What follows belongs to an exercise in optimizing a design on an open flow for small area, a short achievable clock period and few clock cycles; a production flow would make more cautious choices.
In this exercise RTL edits were held to simulation tests only and were not proved equivalent to the original.

<file path="config.mk">
export PLATFORM = sky130hd
export DESIGN_NAME = CONV
export DESIGN_NICKNAME = CONV
export VERILOG_FILES = /design/flow/design.v
export SDC_FILE = /design/flow/constraint.sdc
export NUM_CORES = 4
export LEC_CHECK = 0
export CAP_MARGIN = 20
export CORE_MARGIN = 2
export CORE_UTILIZATION = 40
export SLEW_MARGIN = 20
</file>
<file path="run.sh">
#!/bin/bash
# synth_recipe.tcl (not shown) runs the flow's synth.tcl, then flattens the netlist and writes it again
# the make line also repeats each setting of config.mk as NAME=value (left out here)
make -C /OpenROAD-flow-scripts/flow DESIGN_CONFIG=/design/flow/config.mk WORK_HOME=/design/flow/orfs CLKGATE_MAP_FILE= SYNTH_SCRIPT=/design/flow/synth_recipe.tcl finish
</file>
<file path="constraint.sdc">
create_clock -name core_clock -period 10.0 [get_ports {clk}]
set_input_delay 2.0000 -clock core_clock [delete_from_list [all_inputs] [get_ports {clk}]]
set_output_delay 2.0000 -clock core_clock [all_outputs]
set_load 0.01 [all_outputs]
</file>
<file path="design.v">
module convolution (
	input clk,     
	input clk_en,  
	input sel_kernal,
	input [3:0] counter,
	input reset,   
	input signed [20-1:0] input_FM, 
	output reg signed [20-1:0] output_pixel, 
	output reg conv_done
);
parameter K0_0 = 20'h0A89E ;
parameter K0_1 = 20'h092D5 ;
parameter K0_2 = 20'h06D43 ;
parameter K0_3 = 20'h01004 ;
parameter K0_4 = 20'hF8F71 ;
parameter K0_5 = 20'hF6E54 ;
parameter K0_6 = 20'hFA6D7 ;
parameter K0_7 = 20'hFC834 ;
parameter K0_8 = 20'hFAC19 ;
parameter Bias_0 = 20'h01310;
parameter K1_0 = 20'hFDB55 ;
parameter K1_1 = 20'h02992 ;
parameter K1_2 = 20'hFC994 ;
parameter K1_3 = 20'h050FD ;
parameter K1_4 = 20'h02F20 ;
parameter K1_5 = 20'h0202D ;
parameter K1_6 = 20'h03BD7 ;
parameter K1_7 = 20'hFD369 ;
parameter K1_8 = 20'h05E68 ;
parameter Bias_1 = 20'hF7295;
reg signed [20-1:0] kernal_temp;
wire signed [20-1:0] bias_temp;
assign bias_temp = (sel_kernal)? Bias_1: Bias_0;
always @(*) begin 
	if(sel_kernal==1'b0)begin
		case(counter)	
			4'd0: kernal_temp = K0_0;
			4'd1: kernal_temp = K0_1;
			4'd2: kernal_temp = K0_2;
			4'd3: kernal_temp = K0_3;
			4'd4: kernal_temp = K0_4;
			4'd5: kernal_temp = K0_5;
			4'd6: kernal_temp = K0_6;
			4'd7: kernal_temp = K0_7;
			4'd8: kernal_temp = K0_8;
			default: kernal_temp = 20'b0;
		endcase
	end
	else begin
		case(counter)	
			4'd0: kernal_temp = K1_0;
			4'd1: kernal_temp = K1_1;
			4'd2: kernal_temp = K1_2;
			4'd3: kernal_temp = K1_3;
			4'd4: kernal_temp = K1_4;
			4'd5: kernal_temp = K1_5;
			4'd6: kernal_temp = K1_6;
			4'd7: kernal_temp = K1_7;
			4'd8: kernal_temp = K1_8;
			default: kernal_temp = 20'b0;
		endcase
	end
end
reg signed [44-1:0] mul_temp;
wire signed [44-1:0] mul;
assign mul = input_FM*kernal_temp;
always @(posedge clk or posedge reset) begin
	if(reset) begin
		mul_temp <= 44'b0;
	end else if (clk_en) begin
		mul_temp <= input_FM? mul : 44'b0;
	end
end
reg signed [44-1:0] output_temp;
always @(posedge clk or posedge reset) begin
	if(reset) begin
		output_temp <= 44'b0;
	end else if (clk_en) begin
		if(counter == 11)
			output_temp <= 44'b0;
		else if (counter == 10)begin
			output_temp <= output_temp + {bias_temp,16'b0};
		end
		else
			output_temp <= output_temp + mul_temp;
	end
end
reg [20:0] round_temp;
always@(posedge clk or posedge reset) begin
	if(reset) begin
		round_temp <= 20'b0;
		conv_done <= 1'b0;
	end
	else if (clk_en) begin
		if(counter == 11) begin
			round_temp <= output_temp[35:15] + 21'b1;
			conv_done <= 1'b1;
		end
		else begin
			round_temp <= 20'b0;
			conv_done <= 1'b0;
		end
	end
end
wire test_round;
assign test_round = round_temp[20];
always@(posedge clk or posedge reset) begin
	if(reset) begin
		output_pixel <= 20'b0;
	end
	else begin
		output_pixel <= (round_temp[20])? 20'b0 : round_temp[20:1] ;
	end
end
endmodule
module maxpooling (
	input clk,     
	input clk_en,  
	input reset,   
	input signed [20-1:0] input_FM,
	input [3:0] input_counter,
	output reg signed [20-1:0] max_output_pixel,
	output reg max_done
);
reg signed [20-1:0] input_buffer;
always @(posedge clk or posedge reset) begin 
	if(reset) begin
		max_done <= 1'b0;
		max_output_pixel <= 20'b0;
	end else if(clk_en) begin
		if(input_counter == 4)begin
			max_done <= 1'b1;
			max_output_pixel <= input_buffer;
		end
		else begin
			max_done <= 1'b0;
		end
	end
end
always @(posedge clk or posedge reset) begin 
	if(reset) begin
		input_buffer <= 20'b0;
	end else if(clk_en) begin
		if(input_counter == 4)
			input_buffer <= 20'b0;
		else if(input_counter < 4)begin
			if(input_FM>input_buffer)
				input_buffer <= input_FM;
		end
	end
end
endmodule
module  CONV(
	input		clk,
	input		reset,
	output		reg busy,	
	input		ready,	
	output	reg [12-1:0]	iaddr,
	input	[20-1:0]	idata,	
	output	reg 	cwr,
	output	reg [12-1:0] 	caddr_wr,
	output	wire [20-1:0] 	cdata_wr,
	output	reg 	crd,
	output	reg [12-1:0] 	caddr_rd,
	input	[20-1:0] 	cdata_rd,
	output	reg [3-1:0] 	csel
	);
reg [3:0] CURRENT, NEXT;
parameter IDLE = 4'd0,
		  L0_K0_READ = 4'd1,
		  L0_K0_WRITE = 4'd2,
		  L0_K1_READ = 4'd3,
		  L0_K1_WRITE = 4'd4,
		  L1_K0_READ = 4'd5,
		  L1_K0_WRITE = 4'd6,
		  L1_K1_READ = 4'd7,
		  L1_K1_WRITE = 4'd8,
		  L2 	= 4'd9;
wire signed [20-1:0] conv_output;
wire conv_done;
wire signed [20-1:0] max_output;
wire max_done;
reg L0_enable;
reg L1_enable;
reg [6-1:0] indY, indX;
reg sel_kernal;
wire add_ind;
assign add_ind = (CURRENT == L2)&sel_kernal;
always @(posedge clk or posedge reset) begin
	if(reset) begin
		CURRENT <= IDLE;
	end else begin
		if(busy)
			CURRENT <= NEXT;
	end
end
always@(*)begin
	case (CURRENT)
		IDLE : begin
			NEXT = L0_K0_READ;
		end
		L0_K0_READ : begin
			if (conv_done) 
				NEXT = L0_K0_WRITE;
			else 	
				NEXT = L0_K0_READ;
		end
		L0_K0_WRITE : begin
			if(indX == 6'd63 && indY == 6'd63)
				NEXT = L0_K1_READ;
			else
				NEXT = L0_K0_READ;
		end
		L0_K1_READ : begin
			if (conv_done) 
				NEXT = L0_K1_WRITE;
			else 	
				NEXT = L0_K1_READ;
		end
		L0_K1_WRITE : begin
			if(indX == 6'd63 && indY == 6'd63)
				NEXT = L1_K0_READ;
			else
				NEXT = L0_K1_READ;
		end
		L1_K0_READ : begin
			if (max_done) 
				NEXT = L1_K0_WRITE;
			else 	
				NEXT = L1_K0_READ;
		end
		L1_K0_WRITE : begin
				NEXT = L2;
		end
		L1_K1_READ : begin
			if (max_done) 
				NEXT = L1_K1_WRITE;
			else 	
				NEXT = L1_K1_READ;
		end
		L1_K1_WRITE : begin
				NEXT = L2;
		end
		L2 	  : begin
			if(indX == 6'd62 && indY == 6'd62 && add_ind)
				NEXT = IDLE;
			else begin
				if(~sel_kernal)
					NEXT = L1_K1_READ;
				else
					NEXT = L1_K0_READ;
			end
		end
		default : begin
			NEXT = IDLE;
		end
	endcase
end
reg [3:0] kernal_counter;
always @(posedge clk or posedge reset) begin  
	if(reset) begin
		kernal_counter <= 4'b0;
	end else begin
		if(cwr) 
			kernal_counter <= 4'b0;
		else begin
			if(crd) 
				kernal_counter <= kernal_counter + 4'd1;
		end
	end
end
wire [6-1:0] indY_B, indY_A, indX_B, indX_A;
assign indY_B = indY - 6'b1;
assign indY_A = indY + 6'b1;
assign indX_B = indX - 6'b1;
assign indX_A = indX + 6'b1;
reg sys_done;
always @(posedge clk or posedge reset) begin 
	if(reset) begin
		indX <= 6'b0;
		indY <= 6'b0;
		sys_done <= 0;
	end else begin
		if(CURRENT == L0_K0_WRITE || CURRENT == L0_K1_WRITE)begin
			if(indX == 6'd63)begin
				indX <= 6'b0;
				if(indY == 6'd63)
					indY <= 6'b0;
				else
					indY <= indY + 6'd1;
			end
			else indX <= indX + 6'd1;
		end
		else if(add_ind)begin
			if(indX == 6'd62)begin
				indX <= 6'b0;
				if(indY == 6'd62)begin
					indY <= 6'b0;
					sys_done <= 1;
				end
				else
					indY <= indY + 6'd2;
			end
			else indX <= indX + 6'd2;
		end
	end
end
always@(posedge clk or posedge reset) begin
	if(reset) iaddr <= 12'd0;
	else begin
			case (kernal_counter)
				4'd0: iaddr <= {indY_B, indX_B};
				4'd1: iaddr <= {indY_B, indX};
				4'd2: iaddr <= {indY_B, indX_A};
				4'd3: iaddr <= {indY, indX_B};
				4'd4: iaddr <= {indY, indX};
				4'd5: iaddr <= {indY, indX_A};
				4'd6: iaddr <= {indY_A, indX_B};
				4'd7: iaddr <= {indY_A, indX};
				4'd8: iaddr <= {indY_A, indX_A};
				default : iaddr <= 12'b0;
			endcase
	end
end
reg [20-1:0] conv_input;
reg zero;
always@(posedge clk or posedge reset)begin
	if(reset) zero <= 0;
	else begin
		case (kernal_counter)
			4'd0: zero <= (indX == 0 || indY == 0);
			4'd1: zero <= (indY == 0);
			4'd2: zero <= (indX == 6'd63 || indY == 0);
			4'd3: zero <= (indX == 0);
			4'd4: zero <= 0;
			4'd5: zero <= (indX == 6'd63);
			4'd6: zero <= (indX == 0 || indY ==6'd63);
			4'd7: zero <= (indY == 6'd63);
			4'd8: zero <= (indX == 6'd63 || indY == 6'd63);
			default : zero <= 0;
		endcase
	end
end
always@(posedge clk or posedge reset)begin
	if(reset)
		conv_input <= 20'b0;
	else begin
		conv_input <= zero? 20'b0: idata;
	end
end
always@(posedge clk or posedge reset) begin
	if(reset) caddr_rd <= 12'd0;
	else begin
			case (kernal_counter)
				4'd0: caddr_rd <= {indY, indX};
				4'd1: caddr_rd <= {indY, indX_A};
				4'd2: caddr_rd <= {indY_A, indX};
				4'd3: caddr_rd <= {indY_A, indX_A};
				default : caddr_rd <= 12'b0;
			endcase
	end
end
always @(posedge clk or posedge reset) begin
	if(reset) begin
		busy <= 0;
	end else begin
		if(ready) busy <= 1;
		else if (sys_done) busy <= 0;
	end
end
always@(*)begin
	case (CURRENT)
		IDLE : begin
			L0_enable = 1'b0;
			L1_enable = 1'b0;
			csel = 3'b000;
			crd = 0;
			cwr = 0;
		end
		L0_K0_READ : begin
			L0_enable = 1'b1;
			L1_enable = 1'b0;
			csel = 3'b001;  
			crd = 1;
			cwr = 0;
		end
		L0_K0_WRITE : begin
			L0_enable = 1'b0;
			L1_enable = 1'b0;
			csel = 3'b001;
			crd = 0;
			cwr = 1;
		end
		L0_K1_READ : begin
			L0_enable = 1'b1;
			L1_enable = 1'b0;
			csel = 3'b000;  
			crd = 1;
			cwr = 0;
		end
		L0_K1_WRITE : begin
			L0_enable = 1'b0;
			L1_enable = 1'b0;
			csel = 3'b010;
			crd = 0;
			cwr = 1;
		end
		L1_K0_READ : begin
			L0_enable = 1'b0;
			L1_enable = 1'b1;
			csel = 3'b001; 
			crd = 1;
			cwr = 0;
		end
		L1_K0_WRITE : begin
			L0_enable = 1'b0;
			L1_enable = 1'b0;
			csel = 3'b011;
			crd = 0;
			cwr = 1;
		end
		L1_K1_READ : begin
			L0_enable = 1'b0;
			L1_enable = 1'b1;
			csel = 3'b010;
			crd = 1;
			cwr = 0;
		end
		L1_K1_WRITE : begin
			L0_enable = 1'b0;
			L1_enable = 1'b0;
			csel = 3'b100;
			crd = 0;
			cwr = 1;
		end
		default : begin  
			L0_enable = 1'b0;
			L1_enable = 1'b0;
			csel = 3'b101;
			crd = 0;
			cwr = 1;
		end
	endcase
end
always@(*)begin
	case(CURRENT)
		L0_K0_WRITE: caddr_wr = {indY, indX};
		L0_K1_WRITE: caddr_wr = {indY, indX};
		L1_K0_WRITE: caddr_wr = {indY[6-1:1], indX[6-1:1]};
		L1_K1_WRITE: caddr_wr = {indY[6-1:1], indX[6-1:1]};
		L2: begin
			if(~sel_kernal)
					caddr_wr = {indY[6-1:1], indX};
				else
					caddr_wr = {indY[6-1:1], indX}+12'b1;
		end
		default: caddr_wr = 12'b0;
	endcase
end
assign cdata_wr = (csel>3'b010) ? max_output : conv_output;
always@(posedge clk or posedge reset)begin
	if(reset) sel_kernal <= 1'b0;
	else begin
		if(csel[0])
			sel_kernal <= 1'b0;
		else sel_kernal <= 1'b1;
	end
end
reg [20-1:0] max_input;
always @(posedge clk or posedge reset) begin
	if(reset) begin
		max_input <= 0;
	end else begin
		max_input <= cdata_rd;
	end
end
convolution conv_unit(
	.clk(clk),     
	.clk_en(L0_enable),  
	.sel_kernal(~csel[0]),
	.counter(kernal_counter-2),
	.reset(reset),  
	.input_FM(conv_input), 
	.output_pixel(conv_output),
	.conv_done(conv_done)
);
maxpooling max_unit(
	.clk(clk),   
	.clk_en(L1_enable), 
	.reset(reset),  
	.input_FM(max_input),
	.input_counter(kernal_counter-2),
	.max_output_pixel(max_output),
	.max_done(max_done)
);
endmodule
</file>
==> results.toml <==
[status]
run_status = "complete, no violations"

[final_layout]
drive_gt1_share_pct = 4.25
stdcell_area_um2 = 31200
final_cell_mix = "570 x inv_1, 381 x nand2_1, 381 x fa_1, 241 x dfrtp_1, 199 x ha_1"
layout_commonest_cell = "inv_1"
antenna_cells = 0
nNetsFinal = 3804
areaGrowthSynthToFinish_pct = 11.1

[synth]
yosysSeqAreaShare_pct = 21.5
synth_flop_cell = "dfrtp_1"
synthArstFlopShare_pct = 100
synthTopCellsByArea = "fa_1 27%, dfrtp_1 21%, ha_1 8.9%"
synth_largest_area_cell = "fa_1"
avgSynthCellArea_um2 = 8.90
ys_seq_elements = 241
synth_area_um2 = 28100
syn_inst = 3157
synth_warnings = 5
yosys.cell_types.count = 72
synth_top_area_share_pct = 27.1
syn-num-nets = 3780
synth-edff-count = 0

[sta]
slew-limit-headroom_pct = 34.1
whs_ps = 458
min_period_over_period_pct = 94.0
tns_ps = 0
fmax_ghz = 0.106
finalSetupViolations = 0
finalMaxSlewViolations = 0
fin_crit_ps = 9400
rsz0062_at_grt = "false"
finClkSkew_ps = 39.6
finalHoldViolCount = 0
tightest_slew_ps = 989

[global_route]
overflow = 0
grt_pass1_wl_mm = 116
grt_start_max_net_pins = 118
antenna_found_initial = 0
grt_use_total_pct = 20.2
grt_pass1_vias = 21500

[cts]
path_clk_slew_ps = 70
numCtsBuffers = 28
cts-htree-levels = 1
root_buffer = "clkbuf_16"
insertion_delay_ps = 590
post_cts_buffers = 0
cts_tree = "yes"
clkSinkCount = 241
cts_buffer_depth = 3

[setup_path]
arrival_ps = 9860
cp_max_fo = 19
cp_common_cell = "fa_1"
critPathMaxStageDelay_ps = 550
crit_path_end_kind = "flip-flop"
critical_path_buf_inv_count = 6
r2r_setup_slack_ps = 600
worstSetupPathType = "reg -> reg"
slowest_stage = "fa_1"
crit_family = "adder cells"
startpoint_type = "flip-flop"
required_ps = 10460

[flow_run]
drv_cap = 0

[placed_design]
port_buffers = 104
place.gp.congestion = 0.911
placed_area_um2 = 30100
hpwl_mm = 55.0

[drt]
routedWlPerCell_um = 17.1
totalWireLength_mm = 71.0
drc = 0
viasPerCell = 5.05
first_pass_iters = 6
first_iter_violations = 1278
antenna_left = 0
vias = 20900

[die]
dieHeight_um = 269
fp.dieW_um = 269
initial_utilization_pct = 40.3
rows = 97
core_um2 = 69800
die-area_um2 = 72400
ios = 105

[min_path]
worstHoldPathType = "reg -> reg"
## layer usage
| metal | track usage (%) | up-vias | share of wire (%) |
|---|---|---|---|
| met1 | 26.7 | 10300 | 43 |
| li1 | - | 10000 | - |
| met4 | 7.42 | 0 | 3.6 |
| met3 | 1.56 | 131 | 3.8 |
| met5 | 0 | - | 0 |
| met2 | 34.8 | 447 | 49 |
## final cells by class
class	count	area [µm²]
sequential	241	6030
tap	940	1180
clock buffer	35	797
multi-input combinational	2185	19400
inverter	576	2170
fill	6871	38600
timing repair buffer	149	1380
clock inverter	17	279
## state kept, by name, indices dropped and copies added, names as in the netlist
register / cells
conv_unit.round_temp: 20
max_input: 20
max_unit.max_done: 1
iaddr: 12
conv_unit.mul_temp: 36
zero: 1
conv_unit.output_temp: 36
conv_unit.output_pixel: 19
kernal_counter: 4
indX: 6
CURRENT: 4
conv_input: 20
max_unit.input_buffer: 20
caddr_rd: 12
sys_done: 1
indY: 6
busy: 1
sel_kernal: 1
conv_unit.conv_done: 1
max_unit.max_output_pixel: 20
## metrics by stage
step	utilization, %	setup WS (ps)	std cells
6_report	44.7	596	4143
5_1_grt	44.7	0.136	4143
4_1_cts	44.7	356	4143
2_1_floorplan	-	934	3157
3_5_place_dp	43.1	398	4091
3_3_place_gp	43.1	513	4091
## synth_stat cells (11+ instances only)
library cell / instances
nor3_1: 24
xor2_1: 60
nand4_1: 18
nand2b_1: 11
o211ai_1: 11
a22oi_1: 18
a21oi_1: 120
nand3_1: 36
and2_1: 196
inv_1: 572
a211oi_1: 13
ha_1: 199
and3_1: 15
a21o_1: 41
dfrtp_1: 241
mux2i_1: 24
a31oi_1: 15
a22o_1: 13
nor2_1: 127
nor2b_1: 53
nand2_1: 382
o21ai_1: 43
o21a_1: 11
o31ai_1: 14
xnor2_1: 62
o21ai_0: 162
fa_1: 381
mux2_2: 21
clkbuf_1: 134
buf_1: 19
## cells by family after synthesis
logic type      after synthesis  share of synthesized area, %
compound gates              539                          11.8
xor+xnor                    122                          3.80
fa+ha+maj                   580                          36.0
buf+inv                     731                          9.79
flops                       241                          21.5
mux                          46                          1.78
simple gates                898                          15.3
## worst register-to-register path, delay by kind of cell (launching register included)
family | cells | cell delay [ps]
AOI/OAI and AO/OA | 13 | 3090
DFF | 1 | 450
xor gates and xnor gates | 1 | 170
and+or+nand+nor | 4 | 800
adders and majority gates | 9 | 4160
buffers and inverters | 6 | 590
## what timing repair did
item                                    in CTS  in global routing
endpoints found under the setup margin       0                  5
hold buffers                                 0                  0
resized for setup                            0                  6
## final timing paths
| check | startpoint | end | cells after the start |
|---|---|---|---|
| worst min-delay path | sys_done | sys_done | 2 |
| min in group asynchronous | reset | caddr_rd[8] | 2 |
| worst min register to register | sys_done | sys_done | 2 |
| worst max-delay path | CURRENT[0] | conv_unit.mul_temp[34] | 33 |
| worst max register to register | CURRENT[0] | conv_unit.mul_temp[34] | 33 |
| max in group asynchronous | reset | conv_unit.output_temp[5] | 3 |
Testbench counts, summed over its fixed seeds: cycles 1,212,440.

-- separate check: timing with driven ports --
The results above use ideal ports. As a check the final layout listed here was re-extracted and re-timed, cells and wires unchanged.
Step 1 (the two cells are an assumption about what drives the block):
set clk [get_ports {clk}]
set_driving_cell -lib_cell sky130_fd_sc_hd__clkbuf_16 $clk
set_driving_cell -lib_cell sky130_fd_sc_hd__buf_2 [delete_from_list [all_inputs] $clk]
Step 2 moves the port delays by t, midway between the first and last clock arrival at a register: inputs arrive t later, outputs are due t later. That takes back most of the time a late clock gives input paths.
Slacks: ideal / step 1 / step 2; pairs: ideal / step 1.
t, ns: 0.621
setup WS [ns]: 0.596 / 0.596 / 0.596
clock arrival spread, ns: 0.041 / 0.042
worst data-port slew with drivers (ns): 0.05
After both steps setup and hold are still met in this run. For this run, drivers alone change the setup slack by 0.000 ns; drivers and shift together by 0.000 ns.
